Background: an optimization exercise with open tools, aiming at small area, a short achievable clock period and few clock cycles. Do not read the settings as production practice.
Only simulation tests tie the RTL to the original design; equivalence was not proved.
Power is estimated from default activity; no workload was simulated.

==> flow/design.v <==
module JAM (
input CLK,
input RST,
output reg [2:0] W,
output reg [2:0] J,
input [6:0] Cost,
output reg [3:0] MatchCount,
output reg [9:0] MinCost,
output reg Valid );
localparam P_COL = 3'd0, P_ROW = 3'd1, P_INS = 3'd2, P_INIT = 3'd3, P_DFS = 3'd4, P_DONE = 3'd5, P_INIT2 = 3'd6;
reg [2:0]  phase;
reg [6:0]  colm [0:7];    
reg [2:0]  lid  [0:7];    
reg [6:0]  lrm  [0:7];    
reg [2:0]  lam  [0:7];    
reg [2:0]  lkey [0:7];    
reg [6:0]  crm;
reg [2:0]  cam;
reg [2:0]  ckey;
reg [7:0]  Lh;            
reg [9:0]  LB0;           
reg [6:0]  dcol [0:6];    
reg [2:0]  job [0:6];     
reg [7:0]  U;             
reg        adv;           
reg [11:0] G;             
reg [6:0]  cmJ;           
integer k;
wire [6:0] cm  = colm[J];
wire [6:0] d2  = Cost - cm;
wire [6:0] nc  = (W == 3'd0 || Cost < cm) ? Cost : cm;
wire       lt2 = (J == 3'd0 || d2 < crm);
wire       eq2 = (d2 == crm);
wire [2:0] ins_id = W - 3'd1;
reg  [7:0] gt;
always @(*) begin
    for (k = 0; k < 8; k = k + 1)
        gt[k] = (k >= ins_id) || (lkey[k] > ckey);
end
wire do_ins = (phase == P_ROW && J == 3'd0 && W != 3'd0) || (phase == P_INS);
wire [7:0] Lup = {Lh[6:0], 1'b0};      
wire [7:0] Ldn = {1'b0, Lh[7:1]};      
reg  [6:0] rm1;                        
reg  [2:0] na, ca, pa, pj, wup, wdn;   
reg  [6:0] dm, rmc;                    
always @(*) begin
    rm1 = 7'd0; na = 3'd0; ca = 3'd0; pa = 3'd0; pj = 3'd0; wup = 3'd0; wdn = 3'd0; dm = 7'd0; rmc = 7'd0;
    for (k = 0; k < 8; k = k + 1) begin
        rm1 = rm1 | ({7{Lup[k]}} & lrm[k]);
        na  = na  | ({3{Lup[k]}} & lam[k]);
        wup = wup | ({3{Lup[k]}} & lid[k]);
        ca  = ca  | ({3{Lh[k]}}  & lam[k]);
        pa  = pa  | ({3{Ldn[k]}} & lam[k]);
        wdn = wdn | ({3{Ldn[k]}} & lid[k]);
    end
    for (k = 0; k < 7; k = k + 1)
        pj = pj | ({3{Ldn[k]}} & job[k]);
    for (k = 0; k < 7; k = k + 1)
        dm = dm | ({7{Ldn[k]}} & dcol[k]);
    for (k = 0; k < 8; k = k + 1)
        rmc = rmc | ({7{Lh[k]}} & lrm[k]);
end
wire [11:0] thr = G + {5'd0, cmJ};
wire thr_neg = thr[11];
wire thr_big = |thr[10:7];
function [1:0] cmp7;
    input [6:0] a, b;
    reg [7:0] l, e;
    reg [3:0] l1, e1;
    reg [1:0] l2, e2;
    integer i;
    begin
        l = {1'b0, ~a & b};
        e = {1'b1, ~(a ^ b)};
        for (i = 0; i < 4; i = i + 1) begin
            l1[i] = l[2*i+1] | (e[2*i+1] & l[2*i]);
            e1[i] = e[2*i+1] & e[2*i];
        end
        for (i = 0; i < 2; i = i + 1) begin
            l2[i] = l1[2*i+1] | (e1[2*i+1] & l1[2*i]);
            e2[i] = e1[2*i+1] & e1[2*i];
        end
        cmp7 = {l2[1] | (e2[1] & l2[0]), e2[1] & e2[0]};
    end
endfunction
wire [1:0] c7 = cmp7(Cost, thr[6:0]);
wire ok   = !adv && !thr_neg && (thr_big || c7[1] || c7[0]);
wire less = !thr_neg && (thr_big || c7[1]);
wire leaf = Lh[7];
wire push = ok && !leaf;
wire better = leaf && ok && less;
wire [7:0] candN  = ~U & ~(8'd1 << ca) & ((J == ca) ? 8'hff : (8'hfe << J));
reg  [2:0] nxt; reg has_nxt;
always @(*) begin
    has_nxt = 1'b0; nxt = 3'd0;
    for (k = 7; k >= 0; k = k - 1)
        if (candN[k]) begin has_nxt = 1'b1; nxt = k; end
end
wire [7:0] freeP = ~(U | (8'd1 << J));
reg  [2:0] first;
always @(*) begin
    first = 3'd0;
    for (k = 7; k >= 0; k = k - 1)
        if (freeP[k]) first = k;
    if (freeP[na]) first = na;
end
wire [7:0] Up    = U & ~(8'd1 << pj);
wire [7:0] candP = ~Up & ~(8'd1 << pa) & ((pj == pa) ? 8'hff : (8'hfe << pj));
reg  [2:0] pnxt; reg has_pnxt;
always @(*) begin
    has_pnxt = 1'b0; pnxt = 3'd0;
    for (k = 7; k >= 0; k = k - 1)
        if (candP[k]) begin has_pnxt = 1'b1; pnxt = k; end
end
function [23:0] csa;    
    input [11:0] x, y, z;
    begin
        csa[11:0]  = x ^ y ^ z;
        csa[23:12] = {(x[10:0] & y[10:0]) | (x[10:0] & z[10:0]) | (y[10:0] & z[10:0]), 1'b0};
    end
endfunction
wire [11:0] e_cm   = {5'd0, cmJ};
wire [11:0] e_rm1  = {5'd0, rm1};
wire [11:0] n_cost = ~{5'd0, Cost};
wire [23:0] gp1 = csa(G, e_cm, e_rm1);
wire [23:0] gp2 = csa(gp1[11:0], gp1[23:12], n_cost);
wire [11:0] g_push = gp2[11:0] + gp2[23:12] + 12'd1;
wire [23:0] lc1 = csa({2'd0, MinCost}, ~G, ~e_cm);
wire [23:0] lc2 = csa(lc1[11:0], lc1[23:12], {5'd0, Cost});
wire [11:0] leafsum = lc2[11:0] + lc2[23:12] + 12'd2;
wire [9:0]  leafcost = leafsum[9:0];
wire [23:0] gb1     = csa(G, ~{5'd0, rmc}, {5'd0, dm});
wire [11:0] g_pop   = gb1[11:0] + gb1[23:12] + 12'd1;
wire [23:0] gq1     = csa({5'd0, dm}, ~{5'd0, rmc}, ~e_cm);
wire [23:0] gq2     = csa(gq1[11:0], gq1[23:12], {5'd0, Cost});
wire [11:0] g_popb  = gq2[11:0] + gq2[23:12] + 12'd2;
wire [6:0]  dnow    = Cost - cmJ;
always @(posedge CLK) begin
    if (phase == P_COL) colm[J] <= nc;
    if (phase == P_ROW) begin
        if (lt2) begin
            crm <= d2;
            cam <= J;
            ckey <= 3'd0;
        end else if (eq2) begin
            cam <= J;
            ckey <= ckey + 3'd1;
        end
    end
    if (do_ins) begin
        for (k = 0; k < 8; k = k + 1)
            if (gt[k]) begin
                if (k > 0 && gt[k - 1]) begin
                    lid[k]  <= lid[k - 1];
                    lrm[k]  <= lrm[k - 1];
                    lam[k]  <= lam[k - 1];
                    lkey[k] <= lkey[k - 1];
                end else begin
                    lid[k]  <= ins_id;
                    lrm[k]  <= crm;
                    lam[k]  <= cam;
                    lkey[k] <= ckey;
                end
            end
    end
    if (phase == P_DFS) begin
        for (k = 0; k < 7; k = k + 1)
            if (Lh[k]) job[k] <= J;
        for (k = 0; k < 7; k = k + 1)
            if (Lh[k]) dcol[k] <= dnow;
    end
end
reg [2:0]  phase_n, W_n, J_n;
reg        Valid_n, adv_n;
reg [7:0]  Lh_n, U_n;
reg [11:0] G_n;
reg [6:0]  cmJ_n;
reg [9:0]  LB0_n;
reg [9:0]  MinCost_n;
reg [3:0]  MatchCount_n;
always @(*) begin
    phase_n = phase; W_n = W; J_n = J; Valid_n = Valid;
    Lh_n = Lh; U_n = U; adv_n = adv; G_n = G; cmJ_n = cmJ; LB0_n = LB0;
    MinCost_n = MinCost; MatchCount_n = MatchCount;
    case (phase)
    P_COL: begin
        {J_n, W_n} = {J, W} + 6'd1;
        if (W == 3'd7 && J == 3'd7) phase_n = P_ROW;
    end
    P_ROW: begin
        if (W == 3'd0) LB0_n = ((J == 3'd0) ? 10'd0 : LB0) + {3'd0, cm};
        else if (J == 3'd0) LB0_n = LB0 + {3'd0, crm};
        {W_n, J_n} = {W, J} + 6'd1;
        if (W == 3'd7 && J == 3'd7) phase_n = P_INS;
    end
    P_INS: begin
        LB0_n = LB0 + {3'd0, crm};
        phase_n = P_INIT;
    end
    P_INIT: begin
        G_n = 12'd1023 - {2'd0, LB0} + {5'd0, lrm[0]};
        W_n = lid[0];
        J_n = lam[0];
        Lh_n = 8'd1;
        U_n = 8'd0;
        adv_n = 1'b0;
        MinCost_n = 10'd1023;
        MatchCount_n = 4'd0;
        phase_n = P_INIT2;
    end
    P_INIT2: begin
        cmJ_n = cm;
        phase_n = P_DFS;
    end
    P_DFS: begin
        adv_n = 1'b0;
        if (better) begin
            MinCost_n = leafcost;
            MatchCount_n = 4'd1;
        end else if (leaf && ok)
            MatchCount_n = MatchCount + 4'd1;
        if (push) begin
            U_n = U | (8'd1 << J);
            Lh_n = Lup;
            W_n = wup;
            J_n = first;
            G_n = g_push;
            cmJ_n = colm[first];
        end else if (has_nxt && !leaf) begin
            J_n = nxt;
            cmJ_n = colm[nxt];
        end else if (Lh[0]) begin
            phase_n = P_DONE;
            Valid_n = 1'b1;
        end else begin
            Lh_n = Ldn;
            W_n = wdn;
            U_n = Up;
            J_n = has_pnxt ? pnxt : pj;
            adv_n = !has_pnxt;
            G_n = better ? g_popb : g_pop;
            cmJ_n = colm[pnxt];
        end
    end
    default: ;
    endcase
end
always @(posedge CLK or posedge RST) begin
    if (RST) begin
        phase <= P_COL;
        W <= 3'd0;
        J <= 3'd0;
        Valid <= 1'b0;
    end else begin
        phase <= phase_n;
        W <= W_n;
        J <= J_n;
        Valid <= Valid_n;
    end
end
always @(posedge CLK) begin
    Lh <= Lh_n;
    U <= U_n;
    adv <= adv_n;
    G <= G_n;
    cmJ <= cmJ_n;
    LB0 <= LB0_n;
    MinCost <= MinCost_n;
    MatchCount <= MatchCount_n;
end
endmodule
make LEC_CHECK=0 CAP_MARGIN=20 CORE_MARGIN=2 CORE_UTILIZATION=40 SETUP_SLACK_MARGIN=3.0 SLEW_MARGIN=20 finish   # period 8.0 ns
run.sh (not shown) runs the stock make flow with config.mk's settings and CLKGATE_MAP_FILE= SYNTH_SCRIPT=/design/flow/synth_recipe.tcl, a recipe that flattens the netlist after the stock synthesis.
Testbench counts at the start, summed over its fixed seeds: cycles 5,268.
Rerun with:
--- a/flow/config.mk
+++ b/flow/config.mk
@@ -6,7 +6,8 @@
 export NUM_CORES = 4
 export LEC_CHECK = 0
+export ABC_AREA = 1
 export CAP_MARGIN = 20
 export CORE_MARGIN = 2
-export CORE_UTILIZATION = 40
-export SETUP_SLACK_MARGIN = 3.0
+export CORE_UTILIZATION = 60
+export SETUP_SLACK_MARGIN = 3.5
 export SLEW_MARGIN = 20
Result: Global-route usage is higher by 14 points. Sequential share of layout area is lower by 1.9 points. Final area is higher by 5.2%. Combinational power is lower by 92%. Synthesized cell count is higher by 35%. Total power is lower by 37%. Die area is lower by 31%. Via count is higher by 19%.
Rerun with:
--- a/flow/config.mk
+++ b/flow/config.mk
@@ -6,8 +6,7 @@
 export NUM_CORES = 4
 export LEC_CHECK = 0
-export ABC_AREA = 1
 export CAP_MARGIN = 20
 export CORE_MARGIN = 2
-export CORE_UTILIZATION = 60
+export CORE_UTILIZATION = 75
 export SETUP_SLACK_MARGIN = 3.5
 export SLEW_MARGIN = 20
What happened:
- sequential power is higher by 36%
- clock power shrinks by about 7%
- via count went down by 4.9%

-- re-timing with driven ports --
No port has a modelled driver above. Below, the same layouts with a new extraction and two added sets of constraints. Step 1 assumes that a clkbuf_16 drives the clock port and a buf_2 every other input. Step 2 times the ports against the registers' clock, not the clock port: input delays grow and output delays shrink by t, the midpoint of the rising clock arrivals with the driver on. a / b / c = no drivers / after step 1 / after step 2; a / b = the first two.
run | shift t [ns] | setup slack, ns | clock arrival spread, ns | worst register clock-pin slew, ns
the first run | 0.611 | 3.168 / 3.168 / 2.585 | 0.027 / 0.027 | 0.07 / 0.07
the second run | 0.643 | 3.485 / 3.505 / 2.876 | 0.027 / 0.027 | 0.07 / 0.07
the third run | 0.607 | 3.305 / 3.305 / 2.961 | 0.036 / 0.036 | 0.07 / 0.07
After both steps setup and hold are still met in every run listed. The setup slack of the second run, which loses most, moves by +0.020 ns with the drivers and by -0.609 ns with both steps.
